Source: an optimization exercise on an open RTL-to-GDS flow (aim: small area). Production flows keep margins and buffers that such runs may drop. Function was checked by simulation only, so behaviour that the tests miss may differ from the original. The clock port is modelled as an ideal driver, which makes a skipped or thinned clock tree look cheaper than it is; a real chip needs a root buffer or a tree.

==> quartz <==
==> flow/design.v <==
module MusicBox(clk,rst,out,debug,control);
input  clk,rst;
input  [7:0] control;
output out;
output [7:0] debug;
reg out;
reg [3:0]  clk_dur;
reg [2:0]  clk_tune;
reg [14:0] cnt;
reg [6:0]  pos;
reg [12:0] tune;
function [2:0] inc3;
  input [2:0] x;
  integer i;
  reg c;
  begin
    c = 1'b1;
    for (i = 0; i < 3; i = i + 1) begin
      inc3[i] = x[i] ^ c;
      c = c & x[i];
    end
  end
endfunction
function [3:0] inc4;
  input [3:0] x;
  integer i;
  reg c;
  begin
    c = 1'b1;
    for (i = 0; i < 4; i = i + 1) begin
      inc4[i] = x[i] ^ c;
      c = c & x[i];
    end
  end
endfunction
function [6:0] inc7;
  input [6:0] x;
  integer i;
  reg c;
  begin
    c = 1'b1;
    for (i = 0; i < 7; i = i + 1) begin
      inc7[i] = x[i] ^ c;
      c = c & x[i];
    end
  end
endfunction
function [14:0] inc15;
  input [14:0] x;
  integer i;
  reg c;
  begin
    c = 1'b1;
    for (i = 0; i < 15; i = i + 1) begin
      inc15[i] = x[i] ^ c;
      c = c & x[i];
    end
  end
endfunction
function [12:0] inc13;
  input [12:0] x;
  integer i;
  reg c;
  begin
    c = 1'b1;
    for (i = 0; i < 13; i = i + 1) begin
      inc13[i] = x[i] ^ c;
      c = c & x[i];
    end
  end
endfunction
function [1:0] inc2;
  input [1:0] x;
  inc2 = {x[1] ^ x[0], ~x[0]};
endfunction
reg [3:0] ti;
always @(*)
  case (pos)
      7'd0: ti = 4'd1;
      7'd1: ti = 4'd2;
      7'd2: ti = 4'd3;
      7'd3: ti = 4'd0;
      7'd4: ti = 4'd3;
      7'd5: ti = 4'd0;
      7'd6: ti = 4'd3;
      7'd7: ti = 4'd4;
      7'd8: ti = 4'd5;
      7'd9: ti = 4'd0;
      7'd10: ti = 4'd5;
      7'd11: ti = 4'd0;
      7'd12: ti = 4'd5;
      7'd13: ti = 4'd6;
      7'd14: ti = 4'd4;
      7'd15: ti = 4'd0;
      7'd16: ti = 4'd4;
      7'd17: ti = 4'd0;
      7'd18: ti = 4'd3;
      7'd19: ti = 4'd2;
      7'd20: ti = 4'd2;
      7'd21: ti = 4'd3;
      7'd22: ti = 4'd0;
      7'd23: ti = 4'd0;
      7'd32: ti = 4'd1;
      7'd33: ti = 4'd2;
      7'd34: ti = 4'd3;
      7'd35: ti = 4'd0;
      7'd36: ti = 4'd3;
      7'd37: ti = 4'd0;
      7'd38: ti = 4'd3;
      7'd39: ti = 4'd4;
      7'd40: ti = 4'd5;
      7'd41: ti = 4'd0;
      7'd42: ti = 4'd5;
      7'd43: ti = 4'd0;
      7'd44: ti = 4'd5;
      7'd45: ti = 4'd6;
      7'd46: ti = 4'd4;
      7'd47: ti = 4'd0;
      7'd48: ti = 4'd4;
      7'd49: ti = 4'd0;
      7'd50: ti = 4'd3;
      7'd51: ti = 4'd2;
      7'd52: ti = 4'd2;
      7'd53: ti = 4'd3;
      7'd54: ti = 4'd0;
      7'd55: ti = 4'd0;
      7'd64: ti = 4'd1;
      7'd65: ti = 4'd2;
      7'd66: ti = 4'd3;
      7'd67: ti = 4'd0;
      7'd68: ti = 4'd3;
      7'd69: ti = 4'd0;
      7'd70: ti = 4'd3;
      7'd71: ti = 4'd5;
      7'd72: ti = 4'd6;
      7'd73: ti = 4'd0;
      7'd74: ti = 4'd6;
      7'd75: ti = 4'd0;
      7'd76: ti = 4'd6;
      7'd77: ti = 4'd7;
      7'd78: ti = 4'd8;
      7'd79: ti = 4'd0;
      7'd80: ti = 4'd8;
      7'd81: ti = 4'd0;
      7'd82: ti = 4'd7;
      7'd83: ti = 4'd6;
      7'd84: ti = 4'd7;
      7'd85: ti = 4'd3;
      7'd86: ti = 4'd0;
      7'd87: ti = 4'd0;
      7'd96: ti = 4'd3;
      7'd97: ti = 4'd4;
      7'd98: ti = 4'd5;
      7'd99: ti = 4'd0;
      7'd100: ti = 4'd5;
      7'd101: ti = 4'd0;
      7'd102: ti = 4'd6;
      7'd103: ti = 4'd0;
      7'd104: ti = 4'd7;
      7'd105: ti = 4'd3;
      7'd106: ti = 4'd0;
      7'd107: ti = 4'd0;
      7'd108: ti = 4'd3;
      7'd109: ti = 4'd5;
      7'd110: ti = 4'd4;
      7'd111: ti = 4'd0;
      7'd112: ti = 4'd4;
      7'd113: ti = 4'd0;
      7'd114: ti = 4'd3;
      7'd115: ti = 4'd2;
      7'd116: ti = 4'd3;
    default: ti = 4'd0;
  endcase
reg [12:0] tone;
always @(*)
  case (ti)
      4'd1: tone = 13'd4584;
      4'd2: tone = 13'd3822;
      4'd3: tone = 13'd3405;
      4'd4: tone = 13'd3034;
      4'd5: tone = 13'd2865;
      4'd6: tone = 13'd2551;
      4'd7: tone = 13'd2273;
      4'd8: tone = 13'd2148;
    default: tone = 13'd0;
  endcase
assign debug = tone[7:0];
wire fin   = (pos == 7'd117);
wire split = (pos == 7'd22) | (pos == 7'd54) | (pos == 7'd86) | (pos == 7'd106);
wire rest  = (ti == 4'd0);
wire ge3   = clk_dur[3] | clk_dur[2] | (clk_dur[1] & clk_dur[0]);
wire ge4   = clk_dur[3] | clk_dur[2];
wire ge6   = clk_dur[3] | (clk_dur[2] & clk_dur[1]);
wire ge12  = clk_dur[3] & clk_dur[2];
reg  tick;
always @(*)
  case (control[7:4])
    4'b1110: tick = ge3;
    4'b1101: tick = ge4;
    4'b1011: tick = ge6;
    4'b0111: tick = ge12;
    default: tick = ge4;
  endcase
wire ev    = (clk_tune == 3'd4);
wire last  = cnt[14] & cnt[13];
wire eq    = &(tune | ~tone);
always @(posedge clk or negedge rst)
  if (!rst) begin
    clk_dur <= 0; clk_tune <= 0;
  end else begin
    clk_dur <= tick ? 4'd0 : inc4(clk_dur);
    clk_tune <= ev ? 3'd0 : inc3(clk_tune);
  end
always @(posedge clk or negedge rst)
  if (!rst) begin
    cnt <= 0; pos <= 0;
  end else if (tick) begin
    cnt <= last ? {14'd0, split} : inc15(cnt);
    if (last) if (!fin) pos <= (pos[4:0] == 5'd23) ? {inc2(pos[6:5]), 5'd0} : inc7(pos);
  end
always @(posedge clk or negedge rst)
  if (!rst) begin
    tune <= 0; out <= 1'b1;
  end else begin
    if (last | (ev & eq)) tune <= 0;
    else if (ev) tune <= inc13(tune);
    if (rest) out <= 1'b1;
    else if (!last & ev & eq) out <= ~out;
  end
endmodule
==> flow/flow/run.sh <==
#!/bin/bash
# Own layout flow: the standard flow (standard.sh) with three changes:
#  - synthesis maps logic with an area-oriented ABC script (flow/synth.tcl, flow/area.abc);
#  - port buffers use the smallest buffer cell;
#  - the clock tree uses small clock buffers and no dummy loads.
set -euo pipefail
W=$(pwd)
sed "s#SYNTH_SCRIPT=[^ ]*#SYNTH_SCRIPT=$W/flow/synth.tcl#" standard.sh > own_standard.sh
bash own_standard.sh \
  "BUFFER_PORTS_ARGS=-buffer_cell sky130_fd_sc_hd__buf_1" \
  "CTS_ARGS=-sink_clustering_enable -repair_clock_nets -dont_use_dummy_load -buf_list sky130_fd_sc_hd__clkbuf_4" \
  finish > own_flow.log 2>&1
==> flow/flow/area.abc <==
strash
&get -n
&fraig -x
&put
scorr
dc2
strash
&get -n
&dch -f
&nf -R 1000
&put
==> flow/flow/synth.tcl <==
# The standard synthesis (synth_recipe.tcl), except for the technology mapping:
# no half/full adder extraction, and ABC maps with the area-oriented script area.abc.
set own_dir [file dirname [file normalize [info script]]]
proc synth {args} { yosys synth -nofsm -noshare {*}$args }
proc abc {args} {
  set i [lsearch -exact $args -script]
  if {$i >= 0} { lset args [expr {$i + 1}] [file join $::own_dir area.abc] }
  yosys abc {*}$args
}
set ::env(ADDER_MAP_FILE) ""
source $::env(SCRIPTS_DIR)/synth.tcl
# left out here: clear keep_hierarchy, flatten, clean up, hide names made inside functions, write 1_2_yosys.v
==> flow/standard.sh <==
#!/bin/bash
# synth_recipe.tcl (not shown) runs the flow's synth.tcl, then flattens the netlist and writes it again
# the make line also repeats each setting of config.mk as NAME=value (left out here)
make -C /OpenROAD-flow-scripts/flow DESIGN_CONFIG=/design/flow/config.mk WORK_HOME=/design/flow/orfs CLKGATE_MAP_FILE= SYNTH_SCRIPT=/design/flow/synth_recipe.tcl "${@:-finish}"
==> flow/config.mk <==
export PLATFORM = sky130hd
export DESIGN_NAME = MusicBox
export DESIGN_NICKNAME = MusicBox
export VERILOG_FILES = /design/flow/design.v
export SDC_FILE = /design/flow/constraint.sdc
export NUM_CORES = 4
export LEC_CHECK = 0
export CAP_MARGIN = 20
export CORE_MARGIN = 2
export CORE_UTILIZATION = 40
export SLEW_MARGIN = 20
==> flow/constraint.sdc <==
create_clock -name core_clock -period 10.0 [get_ports {clk}]
set_input_delay 2.0000 -clock core_clock [delete_from_list [all_inputs] [get_ports {clk}]]
set_output_delay 2.0000 -clock core_clock [all_outputs]
set_load 0.01 [all_outputs]
==> inputs of sierra, as changes to quartz <==
==> flow/run.sh (new file) <==
#!/bin/bash
# synth_recipe.tcl (not shown) runs the flow's synth.tcl, then flattens the netlist and writes it again
# the make line also repeats each setting of config.mk as NAME=value (left out here)
make -C /OpenROAD-flow-scripts/flow DESIGN_CONFIG=/design/flow/config.mk WORK_HOME=/design/flow/orfs CLKGATE_MAP_FILE= SYNTH_SCRIPT=/design/flow/synth_recipe.tcl finish
removed: flow/flow/run.sh
removed: flow/flow/area.abc
removed: flow/flow/synth.tcl
removed: flow/standard.sh
==> inputs of ember, as changes to quartz <==
==> flow/flow/run.sh (replaced) <==
#!/bin/bash
# Own layout flow: the standard flow (standard.sh) with three changes:
#  - synthesis maps logic with an area-oriented ABC script (flow/synth.tcl, flow/area.abc)
#    and without the half/full adder extraction;
#  - port buffers use the smallest buffer cell;
#  - the clock tree has no dummy loads, and after CTS flow/post_cts.tcl feeds the leaf clock
#    buffers straight from the clock port and sizes them down where slew allows.
# make's full output goes to own_flow.log; each ORFS step keeps its own log under orfs/logs.
set -euo pipefail
W=$(pwd)
sed "s#SYNTH_SCRIPT=[^ ]*#SYNTH_SCRIPT=$W/flow/synth.tcl#" standard.sh > own_standard.sh
bash own_standard.sh \
  "BUFFER_PORTS_ARGS=-buffer_cell sky130_fd_sc_hd__buf_1" \
  "CTS_ARGS=-sink_clustering_enable -repair_clock_nets -dont_use_dummy_load -buf_list sky130_fd_sc_hd__clkbuf_8" \
  "POST_CTS_TCL=$W/flow/post_cts.tcl" \
  finish > own_flow.log 2>&1
==> flow/flow/area.abc (replaced) <==
strash
&get -n
&deepsyn -T 60
&put
strash
&get -n
&dch -f
&nf -R 1000
&put
==> flow/flow/post_cts.tcl (new file) <==
set root [get_cells -quiet clkbuf_0_clk]
if {[llength $root] == 1} {
  set in_net [get_nets -of_objects [get_pins clkbuf_0_clk/A]]
  set out_net [get_nets -of_objects [get_pins clkbuf_0_clk/X]]
  set loads [get_pins -quiet -of_objects $out_net -filter "direction==input"]
  set leaves_only 1
  foreach pin $loads {
    if {![string match clkbuf_* [get_name [get_cells -of_objects $pin]]]} { set leaves_only 0 }
  }
  if {[llength $loads] <= 4 && $leaves_only} {
    foreach pin $loads {
      disconnect_pin $out_net $pin
      connect_pin $in_net $pin
    }
    disconnect_pin $in_net [get_pins clkbuf_0_clk/A]
    delete_instance $root
    delete_net $out_net
  }
}

proc leaf_slew {leaf} {
  set net [get_nets -of_objects [get_pins [get_name $leaf]/X]]
  set worst 0.0
  foreach p [get_pins -of_objects $net -filter "direction==input"] {
    set s [get_property $p slew_max]
    if {$s > $worst} { set worst $s }
  }
  return $worst
}

set slew_target 0.095
estimate_parasitics -placement
foreach leaf [get_cells -quiet clkbuf_*] {
  set orig [get_property $leaf ref_name]
  foreach size {sky130_fd_sc_hd__clkbuf_2 sky130_fd_sc_hd__clkbuf_4} {
    replace_cell $leaf $size
    estimate_parasitics -placement
    if {[leaf_slew $leaf] <= $slew_target} { break }
    replace_cell $leaf $orig
    estimate_parasitics -placement
  }
  puts "clock leaf [get_name $leaf]: [get_property $leaf ref_name], slew [leaf_slew $leaf]"
}
- CORE_UTILIZATION: 40 -> 60
==> flow_summary.ini <==
[synth]
synth_compound_area_share_pct = 19.5
synth_xor_area_share_pct = 0.798
synth-adder-area-share_pct = 18.2
syn_area_per_cell_sq_um = 9.22

[route]
wl_met3_um = 196
drt_iter0_markers = 80
totalWireLength_um = 6490

[timing]
skew_ns = 0.0128

[clock_tree]
clockBufferDepth = 2
htreeDepth = 2
root_buffer = clkbuf_8

[min_path]
min_from = clk_dur[0]
hold_path_end = clk_dur[0]

[global_route]
grt_usage_pct = 15.8

[placed_design]
dp_slack_ns = 4.34

[layout]
final_core_util_pct = 44.0
buf_share_pct = 4.01
final_cell_mix = 54 x nand2_1, 48 x ha_1, 42 x dfrtp_1, 34 x o21ai_0, 15 x inv_1

[worst_setup_path]
critPathBufInv = 4

[power_and_ir_drop]
powerDensity_mw_per_mm2 = 166

[outcome]
status = timing/DRC/antenna clean
Source of the figures above: sierra

==> flow_summary.ini <==
[synth]
synth_xor_area_share_pct = 4.82
synth_compound_area_share_pct = 17.7
syn_area_per_cell_sq_um = 8.83
synth-adder-area-share_pct = 0

[min_path]
hold_path_end = clk_tune[2]

[route]
drt_iter0_markers = 195

[layout]
final_cell_mix = 42 x dfrtp_1, 33 x nor2_1, 32 x a21oi_1, 27 x nand2_1, 18 x nor3_1
final_core_util_pct = 68.5
nMultiInputCombCells = 198
buf_share_pct = 2.30

[die]
num_io_pins = 19

[global_route]
grt_usage_pct = 24.0

[worst_setup_path]
critPathBufInv = 1

[outcome]
status = timing/DRC/antenna clean

[placed_design]
dp_slack_ns = 4.84

[power_and_ir_drop]
powerDensity_mw_per_mm2 = 139
Source of the figures above: ember

==> flow_summary.ini <==
[synth]
synth_compound_area_share_pct = 17.6
syn_area_per_cell_sq_um = 8.64
synth_xor_area_share_pct = 5.37
synth-adder-area-share_pct = 0

[outcome]
status = timing/DRC/antenna clean

[route]
wl_met3_um = 109
drt_iter0_markers = 134
totalWireLength_um = 4620

[min_path]
min_from = clk_dur[0]

[placed_design]
dp_slack_ns = 4.69

[power_and_ir_drop]
powerDensity_mw_per_mm2 = 136

[layout]
final_core_util_pct = 44.9

[clock_tree]
htreeDepth = 2

[timing]
skew_ns = 0.0162

[worst_setup_path]
critPathBufInv = 2
Source of the figures above: quartz

## static timing again, ports no longer ideal
The flow's constraints put no driver on any port. The routed layouts listed below were extracted and timed again, unchanged, in two steps.
Step 1: set_driving_cell puts a clkbuf_16 on clk and a buf_2 on each other input, an assumption about the parent block.
Step 2 moves the port delays by t, midway between the first and last clock arrival at a register: inputs arrive t later, outputs are due t later. That takes back most of the time a late clock gives input paths.
Three values: ideal, step 1, step 2; two values: the first two.
run	t, ns	slack for setup (ns)	worst data-port slew with drivers (ns)
quartz	0.366	4.913 / 4.886 / 4.682	0.03
sierra	0.323	4.000 / 3.970 / 4.293	0.04
ember	0.193	4.646 / 4.597 / 4.789	0.03
After both steps every run listed still meets setup and hold. The setup slack of quartz, which loses most, moves by -0.027 ns with the drivers and by -0.231 ns with both steps.
